From an optimization exercise on the open Yosys and OpenROAD flow, aimed at small area, a short achievable clock period and few clock cycles per item; shortcuts taken in it are not production practice. At most, simulation tests tie the RTL to the original design; equivalence was not proved. Power is estimated from default activity; no workload was simulated.

Setup of pepper:
==> flow/design.v (excerpt) <==
module cordic_mod(
	input clk, rst,
	input signed [15:0] inp_x, inp_y,
	output [15:0] arctan,
	output reg valid
);
	reg [16:0] x, y;
	reg [15:0] angle;
	reg neg_dir;	 
	reg stop;	 
	wire is_x_negative = inp_x[15];
	wire is_y_negative = inp_y[15];
	wire is_x_zero = ~|inp_x;
	wire is_y_zero = ~|inp_y;
	wire [15:0] below_x, below_y;
	genvar b;
	generate for (b = 0; b < 16; b = b + 1) begin : abs_bits
		if (b == 0) begin : lsb
			assign below_x[b] = 1'b0;
			assign below_y[b] = 1'b0;
		end
		else begin : other
			assign below_x[b] = |inp_x[b-1:0];
			assign below_y[b] = |inp_y[b-1:0];
		end
	end endgenerate
	wire [16:0] abs_x = {1'b0, inp_x ^ (below_x & {16{is_x_negative}})};
	wire [16:0] abs_y = {1'b0, inp_y ^ (below_y & {16{is_y_negative}})};
	reg [15:0] start_angle;
	always @(*) begin
		if (is_x_zero)
			start_angle = {is_y_negative, {15{~is_y_negative}}};
		else if (is_y_zero)
			start_angle = 16'h0000;
		else case ({is_x_negative, is_y_negative})
			2'b00: start_angle = 16'h0000;
			2'b01: start_angle = 16'h0000;
			2'b10: start_angle = 16'h7fff;
			2'b11: start_angle = 16'h8001;
		endcase
	end
	wire [7:0] step;
	counter cntr(clk, rst, step);
	wire [16:0] xp, yp;
  ...
Size in the first run: about 770 cells after synthesis, roughly 51 I/O pins, about 6600 sq um of cells after synthesis.
clock: 8.0 ns
lec_check: 0
cap_margin: 20
core_margin: 2
core_utilization: 40
cts_buf_list: sky130_fd_sc_hd__clkbuf_4 sky130_fd_sc_hd__clkbuf_8
cts_cluster_diameter: 100
cts_cluster_size: 32
setup_slack_margin: 5.0
slew_margin: 20
synth_hierarchical: 1
synth_minimum_keep_size: 0
tns_end_percent: 20
standard.sh (not shown) runs the stock make flow with config.mk's settings and CLKGATE_MAP_FILE= SYNTH_SCRIPT=/design/flow/synth_recipe.tcl, a recipe that flattens the netlist after the stock synthesis.
==> flow/flow/run.sh <==
#!/bin/bash
# The standard layout, except that the port buffers are the smallest buffer
# (buf_1) instead of the flow's default
# pick. Synthesis is the standard one, unchanged.
set -euo pipefail
bash standard.sh synth > synth.log 2>&1
bash standard.sh BUFFER_PORTS_ARGS="-buffer_cell sky130_fd_sc_hd__buf_1" finish > layout.log 2>&1
pepper: no failed stages, no open violations at the end
Testbench counts of pepper, summed over its fixed seeds: cycles 108,000, items 12,000.
diff inputs: pepper => yarrow
diff --git a/flow/config.mk b/flow/config.mk
--- a/flow/config.mk
+++ b/flow/config.mk
@@ -14 +14 @@
-export SETUP_SLACK_MARGIN = 5.0
+export SETUP_SLACK_MARGIN = 4.6
@@ -18 +17,0 @@
-export TNS_END_PERCENT = 20
[summary]
- yarrow did not stop at any stage, and its layout met the timing, DRC and antenna checks.
- Post-synthesis to final-layout area growth ended up 5.0 points lower on yarrow than on pepper.
- yarrow vs pepper, instance count: yarrow lower
- Worst hold-check slack, yarrow and pepper, higher one = yarrow.
- Changes observed in yarrow relative to pepper: relative contribution of combinational cells to total power -0.5 points; post-route clock period utilization now larger; combinational power shrank by about 3%; power share of the clock group went up 0.3 points.
Input-level comparison between raven and yarrow:
diff --git a/flow/config.mk b/flow/config.mk
--- a/flow/config.mk
+++ b/flow/config.mk
@@ -14 +14 @@
-export SETUP_SLACK_MARGIN = 4.6
+export SETUP_SLACK_MARGIN = 5.0
@@ -17,0 +18 @@
+export TNS_END_PERCENT = 0
Results
raven: no failed stages, no open violations at the end. From yarrow to raven the numbers moved as follows: maximum clock rate went up 3.5%, sequential share of layout area decreased by 0.63 points relative to the old numbers, total cell area at the placement stage did not really move, setup slack now sits higher. Re area of the die: no difference whatsoever between yarrow and raven. From yarrow to raven the numbers moved as follows: maximum fanout along the worst path lost 31, ratio of cells with drive above 1 in the final layout picked up an extra 2.8 points, share of total power in the clock network lost 0.2 points, placed instance count neither gained nor lost much.
What sierra does differently from raven at the input level:
diff --git a/flow/config.mk b/flow/config.mk
--- a/flow/config.mk
+++ b/flow/config.mk
@@ -10 +10 @@
-export CORE_UTILIZATION = 40
+export CORE_UTILIZATION = 55
@@ -18 +17,0 @@
-export TNS_END_PERCENT = 0
- | post-route met1 wirelength | sierra vs raven | about 2.3% higher |
- sierra and raven ended up with roughly the same clock-cell share of area.
- Detailed-route wire length in sierra is about 0.8% lower than in raven
- Comparing raven and sierra, the higher number of global-route vias before repair was measured on sierra.
- Going from raven to sierra, die area went down 4600 sq um; worst-case setup slack after placement went down 0.12 ns.
The inputs of quartz differ from those of sierra as listed below.
diff --git a/flow/config.mk b/flow/config.mk
--- a/flow/config.mk
+++ b/flow/config.mk
@@ -10 +10 @@
-export CORE_UTILIZATION = 55
+export CORE_UTILIZATION = 40
@@ -14 +14 @@
-export SETUP_SLACK_MARGIN = 5.0
+export SETUP_SLACK_MARGIN = 4.8
@@ -17,0 +18 @@
+export TNS_END_PERCENT = 0
Run comparison: quartz worst setup path startpoint cntr.step[0]$_SDFF_PP1_; sierra worst setup path startpoint inp_x[10]
Comparing fraction of met3 tracks used by global routing for quartz and sierra, the bigger number came from sierra.
Final estimated routing congestion in global placement (quartz vs. sierra) decreases slightly
In quartz, final critical-path share of the clock period is higher than in sierra.
#### Input delta (cedar over quartz)
diff --git a/flow/config.mk b/flow/config.mk
--- a/flow/config.mk
+++ b/flow/config.mk
@@ -18 +17,0 @@
-export TNS_END_PERCENT = 0
Findings:
Total power across quartz and cedar: no real change. quartz has a higher shortest period the worst path allows than cedar. Post-detailed-routing wire length on cedar is ahead of quartz. Summary: with quartz as the reference, number of vias after detailed routing in cedar moved down slightly.


Another version of the RTL of cordic_mod (not shown whole).
Size: about 800 cells after synthesis, about 6400 µm² of cells after synthesis.
export LEC_CHECK = 0
export CAP_MARGIN = 20
export CORE_MARGIN = 2
export CORE_UTILIZATION = 40
export SETUP_SLACK_MARGIN = 4.5
export SLEW_MARGIN = 20
create_clock -name core_clock -period 8.0 [get_ports {clk}]
run.sh (not shown) runs the stock make flow with config.mk's settings and CLKGATE_MAP_FILE= SYNTH_SCRIPT=/design/flow/synth_recipe.tcl, a recipe that flattens the netlist after the stock synthesis.
Stock flow here: none of the scripts above is used.
The first run ran to the end with no violations.
Testbench counts at the start, summed over its fixed seeds: cycles 108,000, items 12,000.
Next try:
Settings changed: CTS_BUF_LIST set to sky130_fd_sc_hd__clkbuf_4 sky130_fd_sc_hd__clkbuf_8, CTS_CLUSTER_DIAMETER set to 100, CTS_CLUSTER_SIZE set to 32.
Effect: The changed run finished with timing, DRC and antenna clean. Non-clock buffer count fell by 1. Die area is unchanged. Maximum frequency fell by 0.76%. Worst hold slack improves by 0.0034 ns. Final area fell by 1.6%.
Next try:
Settings changed: CTS_BUF_LIST sky130_fd_sc_hd__clkbuf_4 sky130_fd_sc_hd__clkbuf_8 to not set, CTS_CLUSTER_DIAMETER 100 to not set, CTS_CLUSTER_SIZE 32 to not set, SETUP_SLACK_MARGIN 4.5 to 4.
Result:
- The new run finished clean
- routed wire length decreases by about 2%
- clock power increases by 47%
- via count fell by about 0.34%


== the previous run ==
Another version of the RTL of cordic_mod (not shown whole).
For scale: ~62 flip-flops, ~6900 sq um of cells after synthesis.
Settings: LEC_CHECK=0, CAP_MARGIN=20, CORE_MARGIN=2, CORE_UTILIZATION=40, SETUP_SLACK_MARGIN=5, SLEW_MARGIN=20; clock period 8.0 ns.
No stage failed in the previous run, and the final checks on the layout all came back clean.
> inputs changed (the previous run -> the current run)
--- a/flow/config.mk
+++ b/flow/config.mk
@@ -11 +11,4 @@
-export SETUP_SLACK_MARGIN = 5
+export CTS_BUF_LIST = sky130_fd_sc_hd__clkbuf_4 sky130_fd_sc_hd__clkbuf_8
+export CTS_CLUSTER_DIAMETER = 100
+export CTS_CLUSTER_SIZE = 32
+export SETUP_SLACK_MARGIN = 4.5
Post-route worst setup slack: the current run better than the previous run
In the flow results for the current run and the previous run, the global-route usage is larger on the previous run.
Compared to the previous run, the router laid down less metal wire for the current run.
Changes observed in the current run relative to the previous run: detailed-routing iteration count for the pre-antenna-repair pass now sits lower, final HPWL from detailed placement now sits lower, cell count now sits lower.
The higher number of nets in the finished design of the current run and the previous run is in the previous run.
Cell area | the current run vs the previous run | the current run smaller
Taking the previous run as the reference, in the current run total net switching power now smaller, sequential power share now larger.
No run of this note included a check of the RTL's function; only the layout flow was run.

==> separate check: timing with driven ports <==
How much do the figures lean on ideal ports? The routed layouts below were timed once more, with nothing changed but the port constraints.
Step 1 (the two cells are an assumption about what drives the block):
set clk [get_ports {clk}]
set_driving_cell -lib_cell sky130_fd_sc_hd__clkbuf_16 $clk
set_driving_cell -lib_cell sky130_fd_sc_hd__buf_2 [delete_from_list [all_inputs] $clk]
Step 2, shift: input delay + t, output delay - t, t = (earliest + latest rising clock arrival at the registers) / 2. This alone moves slack from input paths to output paths.
a / b / c = no drivers / after step 1 / after step 2; a / b = the first two.
run	shift t [ns]	setup slack, ns	clock arrival spread, ns	worst slew at a driven data input, ns
pepper	0.413	5.002 / 5.007 / 4.594	0.013 / 0.014	0.05
yarrow	0.414	4.845 / 4.845 / 4.468	0.014 / 0.014	0.04
raven	0.412	4.951 / 4.967 / 4.555	0.012 / 0.012	0.04
sierra	0.396	5.027 / 5.024 / 4.628	0.013 / 0.013	0.07
quartz	0.417	4.884 / 4.884 / 4.491	0.013 / 0.013	0.04
cedar	0.413	4.889 / 4.905 / 4.492	0.013 / 0.013	0.04
the first run of note 2	0.385	4.611 / 4.628 / 4.243	0.008 / 0.008	0.04
the second run of note 2	0.405	4.585 / 4.594 / 4.188	0.013 / 0.013	0.04
the third run of note 2	0.389	4.191 / 4.191 / 3.958	0.009 / 0.009	0.04
the previous run	0.390	3.987 / 3.942 / 4.009	0.007 / 0.008	0.07
the current run	0.410	3.993 / 3.961 / 4.181	0.012 / 0.011	0.04
After both steps every run listed still meets setup and hold. The setup slack of pepper, which loses most, moves by +0.005 ns with the drivers and by -0.408 ns with both steps.
